From an optimization exercise on the open Yosys and OpenROAD flow, aimed at small area and a short achievable clock period; shortcuts taken in it are not production practice.
In this exercise RTL edits were held to simulation tests only and were not proved equivalent to the original.

== run 1 ==
==> flow/design.v (excerpt) <==
module ntt4point(
    input clk, rst,
    input [15:0] in0, in1, in2, in3,
    output [15:0] out0, out1, out2, out3
);
For scale: ~130 I/O pins, roughly 13,000 um2 of cells after synthesis.
Settings: LEC_CHECK=0, CAP_MARGIN=20, CORE_MARGIN=2, CORE_UTILIZATION=40, SLEW_MARGIN=20, SYNTH_ARGS=-noabc, BUFFER_PORTS_ARGS=-buffer_cell sky130_fd_sc_hd__buf_1, SETUP_SLACK_MARGIN=41; clock period 60.0 ns.
standard.sh (not shown) runs the stock make flow with config.mk's settings and CLKGATE_MAP_FILE= SYNTH_SCRIPT=/design/flow/synth_recipe.tcl, a recipe that flattens the netlist after the stock synthesis.
==> flow/flow/run.sh <==
#!/bin/bash
set -euo pipefail
cd "$(dirname "$0")/.."
cat >> config.mk <<'EOC'
export SYNTH_ARGS = -noabc
export BUFFER_PORTS_ARGS = -buffer_cell sky130_fd_sc_hd__buf_1
export SETUP_SLACK_MARGIN = 41
EOC
bash standard.sh > standard_flow.log 2>&1
Run 1 finished end to end and its layout was clean on timing, DRC and antenna.
[inputs] run 2 vs run 1
Settings: SETUP_SLACK_MARGIN removed (was 41).
==> flow/flow/run.sh <==
#!/bin/bash
set -euo pipefail
cd "$(dirname "$0")/.."
cat >> config.mk <<'EOC'
export SYNTH_ARGS = -noabc
export BUFFER_PORTS_ARGS = -buffer_cell sky130_fd_sc_hd__buf_1
EOC
bash standard.sh > standard_flow.log 2>&1
[summary]
- Max freq run 1 -> run 2: degraded
- Against run 1, run 2 reports a total met3 wirelength after detailed routing that is lower.
- For run 1, the commonest non-fill, non-tap cell in the layout was sky130_fd_sc_hd__inv_1, unlike run 2, where it was sky130_fd_sc_hd__fa_1.
Input changes introduced in run 3 (baseline for comparison: run 2):
Settings: an added SETUP_SLACK_MARGIN of 45.
==> flow/flow/run.sh <==
#!/bin/bash
set -euo pipefail
cd "$(dirname "$0")/.."
cat >> config.mk <<'EOC'
export SYNTH_ARGS = -noabc
export BUFFER_PORTS_ARGS = -buffer_cell sky130_fd_sc_hd__buf_1
export SETUP_SLACK_MARGIN = 45
EOC
bash standard.sh > standard_flow.log 2>&1
Notes after the runs:
Routed wirelength normalized by instance count: run 3 vs run 2 up 2.4%
In the flow results for run 2 and run 3, the met1 capacity usage during global routing is smaller on run 2.
Synthesis-to-finish area growth in run 3 is 14 points higher than in run 2
Summary of run 3 over run 2: arrival time at the worst endpoint saw a decrease; wire length on met1 grew by about 3.2%.
Compared with run 2, run 3 shows via count of the first global-routing pass higher by 699.

========
ntt4point, a different RTL version from the one above (not shown whole).
Size in the first run: roughly 950 cells after synthesis, ~52 flip-flops, roughly 130 I/O pins.
==> flow/config.mk <==
export PLATFORM = sky130hd
export DESIGN_NAME = ntt4point
export DESIGN_NICKNAME = ntt4point
export VERILOG_FILES = /design/flow/design.v
export SDC_FILE = /design/flow/constraint.sdc
export NUM_CORES = 4
export LEC_CHECK = 0
export CAP_MARGIN = 20
export CORE_MARGIN = 2
export CORE_UTILIZATION = 40
export SLEW_MARGIN = 20
export SYNTH_ARGS = -noabc
export SYNTH_KEEP_MODULES = ntt_fa
export DONT_USE_CELLS += sky130_fd_sc_hd__ha_1
export BUFFER_PORTS_ARGS = -buffer_cell sky130_fd_sc_hd__buf_1
export CTS_BUF_LIST = sky130_fd_sc_hd__clkbuf_8
export SETUP_SLACK_MARGIN = 39.0
export TNS_END_PERCENT = 20
==> flow/constraint.sdc <==
create_clock -name core_clock -period 60.0 [get_ports {clk}]
set_input_delay 12.0000 -clock core_clock [delete_from_list [all_inputs] [get_ports {clk}]]
set_output_delay 12.0000 -clock core_clock [all_outputs]
set_load 0.01 [all_outputs]
==> flow/flow/run.sh <==
#!/bin/bash
set -euo pipefail
cd "$(dirname "$0")/.."
cat >> config.mk <<'EOC'
export SYNTH_ARGS = -noabc
export SYNTH_KEEP_MODULES = ntt_fa
export DONT_USE_CELLS += sky130_fd_sc_hd__ha_1
export BUFFER_PORTS_ARGS = -buffer_cell sky130_fd_sc_hd__buf_1
export CTS_BUF_LIST = sky130_fd_sc_hd__clkbuf_8
export SETUP_SLACK_MARGIN = 39.0
export TNS_END_PERCENT = 20
EOC
bash standard.sh > standard_flow.log 2>&1
Change:
==> flow/run.sh (new file) <==
#!/bin/bash
# synth_recipe.tcl (not shown) runs the flow's synth.tcl, then flattens the netlist and writes it again
# the make line also repeats each setting of config.mk as NAME=value (left out here)
make -C /OpenROAD-flow-scripts/flow DESIGN_CONFIG=/design/flow/config.mk WORK_HOME=/design/flow/orfs CLKGATE_MAP_FILE= SYNTH_SCRIPT=/design/flow/synth_recipe.tcl finish
==> flow/config.mk (replaced) <==
export PLATFORM = sky130hd
export DESIGN_NAME = ntt4point
export DESIGN_NICKNAME = ntt4point
export VERILOG_FILES = /design/flow/design.v
export SDC_FILE = /design/flow/constraint.sdc
export NUM_CORES = 4
export LEC_CHECK = 0
export CAP_MARGIN = 20
export CORE_MARGIN = 2
export CORE_UTILIZATION = 60
export CTS_BUF_LIST = sky130_fd_sc_hd__clkbuf_8
export PLACE_DENSITY = 0.8
export SETUP_SLACK_MARGIN = 5
export SLEW_MARGIN = 20
removed: flow/flow/run.sh
removed: flow/standard.sh
Outcome: Final area went up by 15%; worst hold slack gets better by 0.044 ns; flip-flop and latch count is unchanged; fmax went down by 4.7%; via count went up by 17%; cell count went up by 13%; non-clock buffer count went down by 8.

========
ntt4point, a different RTL version from the one above (not shown whole).
For scale: roughly 130 I/O pins, about 12000 um^2 of cells after synthesis.
Settings: LEC_CHECK=0, CAP_MARGIN=20, CORE_MARGIN=2, CORE_UTILIZATION=40, SLEW_MARGIN=20, SYNTH_ARGS=-noabc, SYNTH_KEEP_MODULES=ntt_fa, BUFFER_PORTS_ARGS=-buffer_cell sky130_fd_sc_hd__buf_1, CTS_BUF_LIST=sky130_fd_sc_hd__clkbuf_8, SETUP_SLACK_MARGIN=39.0; clock period 60.0 ns.
==> flow/flow/run.sh <==
#!/bin/bash
set -euo pipefail
cd "$(dirname "$0")/.."
cat >> config.mk <<'EOC'
export SYNTH_ARGS = -noabc
export SYNTH_KEEP_MODULES = ntt_fa
export DONT_USE_CELLS += sky130_fd_sc_hd__ha_1
export BUFFER_PORTS_ARGS = -buffer_cell sky130_fd_sc_hd__buf_1
export CTS_BUF_LIST = sky130_fd_sc_hd__clkbuf_8
export SETUP_SLACK_MARGIN = 39.0
EOC
bash standard.sh > standard_flow.log 2>&1
The starting point finished clean.
Next try:
==> flow/flow/run.sh (replaced) <==
#!/bin/bash
set -euo pipefail
cd "$(dirname "$0")/.."
cat >> config.mk <<'EOC'
export SYNTH_ARGS = -noabc
export SYNTH_KEEP_MODULES = ntt_fa
export BUFFER_PORTS_ARGS = -buffer_cell sky130_fd_sc_hd__buf_1
export SETUP_SLACK_MARGIN = 39.8
EOC
bash standard.sh > standard_flow.log 2>&1
--- a/flow/config.mk
+++ b/flow/config.mk
@@ -9,3 +9,3 @@
 export CORE_MARGIN = 2
-export CORE_UTILIZATION = 40
+export CORE_UTILIZATION = 70
 export SLEW_MARGIN = 20
@@ -13,5 +13,3 @@
 export SYNTH_KEEP_MODULES = ntt_fa
-export DONT_USE_CELLS += sky130_fd_sc_hd__ha_1
 export BUFFER_PORTS_ARGS = -buffer_cell sky130_fd_sc_hd__buf_1
-export CTS_BUF_LIST = sky130_fd_sc_hd__clkbuf_8
-export SETUP_SLACK_MARGIN = 39.0
+export SETUP_SLACK_MARGIN = 39.8
What happened: Synthesized area went up by 1.6%; setup slack is better by 0.61 ns; sequential cell count does not change; cell area rose by 2.8%; non-clock buffer count went up by 16; first-iteration DRC count decreases by 12%; wire length went down by 3.4%; fmax increases by 3.0%; global-route usage grows by 13 points; die area shrinks by 41%.
Next try:
--- a/flow/flow/run.sh
+++ b/flow/flow/run.sh
@@ -6,4 +6,6 @@
 export SYNTH_KEEP_MODULES = ntt_fa
+export DONT_USE_CELLS += sky130_fd_sc_hd__ha_1
 export BUFFER_PORTS_ARGS = -buffer_cell sky130_fd_sc_hd__buf_1
-export SETUP_SLACK_MARGIN = 39.8
+export CTS_BUF_LIST = sky130_fd_sc_hd__clkbuf_8
+export SETUP_SLACK_MARGIN = 40.2
 EOC
--- a/flow/config.mk
+++ b/flow/config.mk
@@ -9,3 +9,3 @@
 export CORE_MARGIN = 2
-export CORE_UTILIZATION = 70
+export CORE_UTILIZATION = 40
 export SLEW_MARGIN = 20
@@ -13,3 +13,5 @@
 export SYNTH_KEEP_MODULES = ntt_fa
+export DONT_USE_CELLS += sky130_fd_sc_hd__ha_1
 export BUFFER_PORTS_ARGS = -buffer_cell sky130_fd_sc_hd__buf_1
-export SETUP_SLACK_MARGIN = 39.8
+export CTS_BUF_LIST = sky130_fd_sc_hd__clkbuf_8
+export SETUP_SLACK_MARGIN = 40.2
Effect:
- final cell count climbs by 14%
- cell area increases by 3.2%
- area after synthesis is lower by 1.6%
- via count went up by 4.2%
Next try:
==> flow/flow/run.sh (replaced) <==
#!/bin/bash
set -euo pipefail
cd "$(dirname "$0")/.."
cat >> config.mk <<'EOC'
export SYNTH_ARGS = -noabc
export SYNTH_KEEP_MODULES = ntt_fa
export BUFFER_PORTS_ARGS = -buffer_cell sky130_fd_sc_hd__buf_1
export SETUP_SLACK_MARGIN = 39.8
EOC
bash standard.sh > standard_flow.log 2>&1
--- a/flow/config.mk
+++ b/flow/config.mk
@@ -9,3 +9,3 @@
 export CORE_MARGIN = 2
-export CORE_UTILIZATION = 40
+export CORE_UTILIZATION = 55
 export SLEW_MARGIN = 20
@@ -13,5 +13,3 @@
 export SYNTH_KEEP_MODULES = ntt_fa
-export DONT_USE_CELLS += sky130_fd_sc_hd__ha_1
 export BUFFER_PORTS_ARGS = -buffer_cell sky130_fd_sc_hd__buf_1
-export CTS_BUF_LIST = sky130_fd_sc_hd__clkbuf_8
-export SETUP_SLACK_MARGIN = 40.2
+export SETUP_SLACK_MARGIN = 39.8
Outcome:
- die area decreases by 26%
- fmax goes down by 1.7%
- hold slack gains 0.033 ns
- synthesized cell count is about the same
- synthesized area went up by 1.6%
Next try:
--- a/flow/flow/run.sh
+++ b/flow/flow/run.sh
@@ -7,3 +7,3 @@
 export BUFFER_PORTS_ARGS = -buffer_cell sky130_fd_sc_hd__buf_1
-export SETUP_SLACK_MARGIN = 39.8
+export SETUP_SLACK_MARGIN = 39
 EOC
- CORE_UTILIZATION: 55 -> 40
- SETUP_SLACK_MARGIN: 39.8 -> 39
Wire length falls by a few percent.
Setup slack gets worse by 0.72 ns.
Non-clock buffer count falls by 14.

-- separate check: timing with driven ports --
The flow's constraints put no driver on any port. The routed layouts listed below were extracted and timed again, unchanged, in two steps.
Step 1, drivers: a clkbuf_16 drives clk and a buf_2 each remaining input, both assumed.
Step 2, shift: input delay + t, output delay - t, t = (earliest + latest rising clock arrival at the registers) / 2. This alone moves slack from input paths to output paths.
Slacks: ideal ports / drivers / drivers and shift; pairs: ideal ports / drivers.
run	shift t [ns]	setup WS [ns]	clock arrival spread, ns	worst register clock-pin slew, ns
run 1	0.349	40.468 / 40.455 / 40.106	0.008 / 0.007	0.07 / 0.07
run 2	0.337	38.947 / 38.960 / 38.623	0.007 / 0.006	0.07 / 0.07
run 3	0.339	40.462 / 40.463 / 40.124	0.008 / 0.008	0.07 / 0.07
the first run of note 2	0.354	39.393 / 39.375 / 39.021	0.007 / 0.008	0.09 / 0.09
the second run of note 2	0.341	38.370 / 38.375 / 38.034	0.013 / 0.012	0.09 / 0.09
the first run of note 3	0.366	39.449 / 39.469 / 39.102	0.005 / 0.005	0.09 / 0.09
the second run of note 3	0.330	40.056 / 40.069 / 39.739	0.010 / 0.010	0.07 / 0.07
the third run of note 3	0.369	40.442 / 40.453 / 40.084	0.011 / 0.011	0.09 / 0.09
the fourth run of note 3	0.339	40.099 / 40.119 / 39.780	0.011 / 0.011	0.08 / 0.08
the fifth run of note 3	0.330	39.377 / 39.397 / 39.067	0.006 / 0.006	0.06 / 0.06
After both steps setup and hold are still met in every run listed. The setup slack of the first run of note 2, which loses most, moves by -0.018 ns with the drivers and by -0.372 ns with both steps.
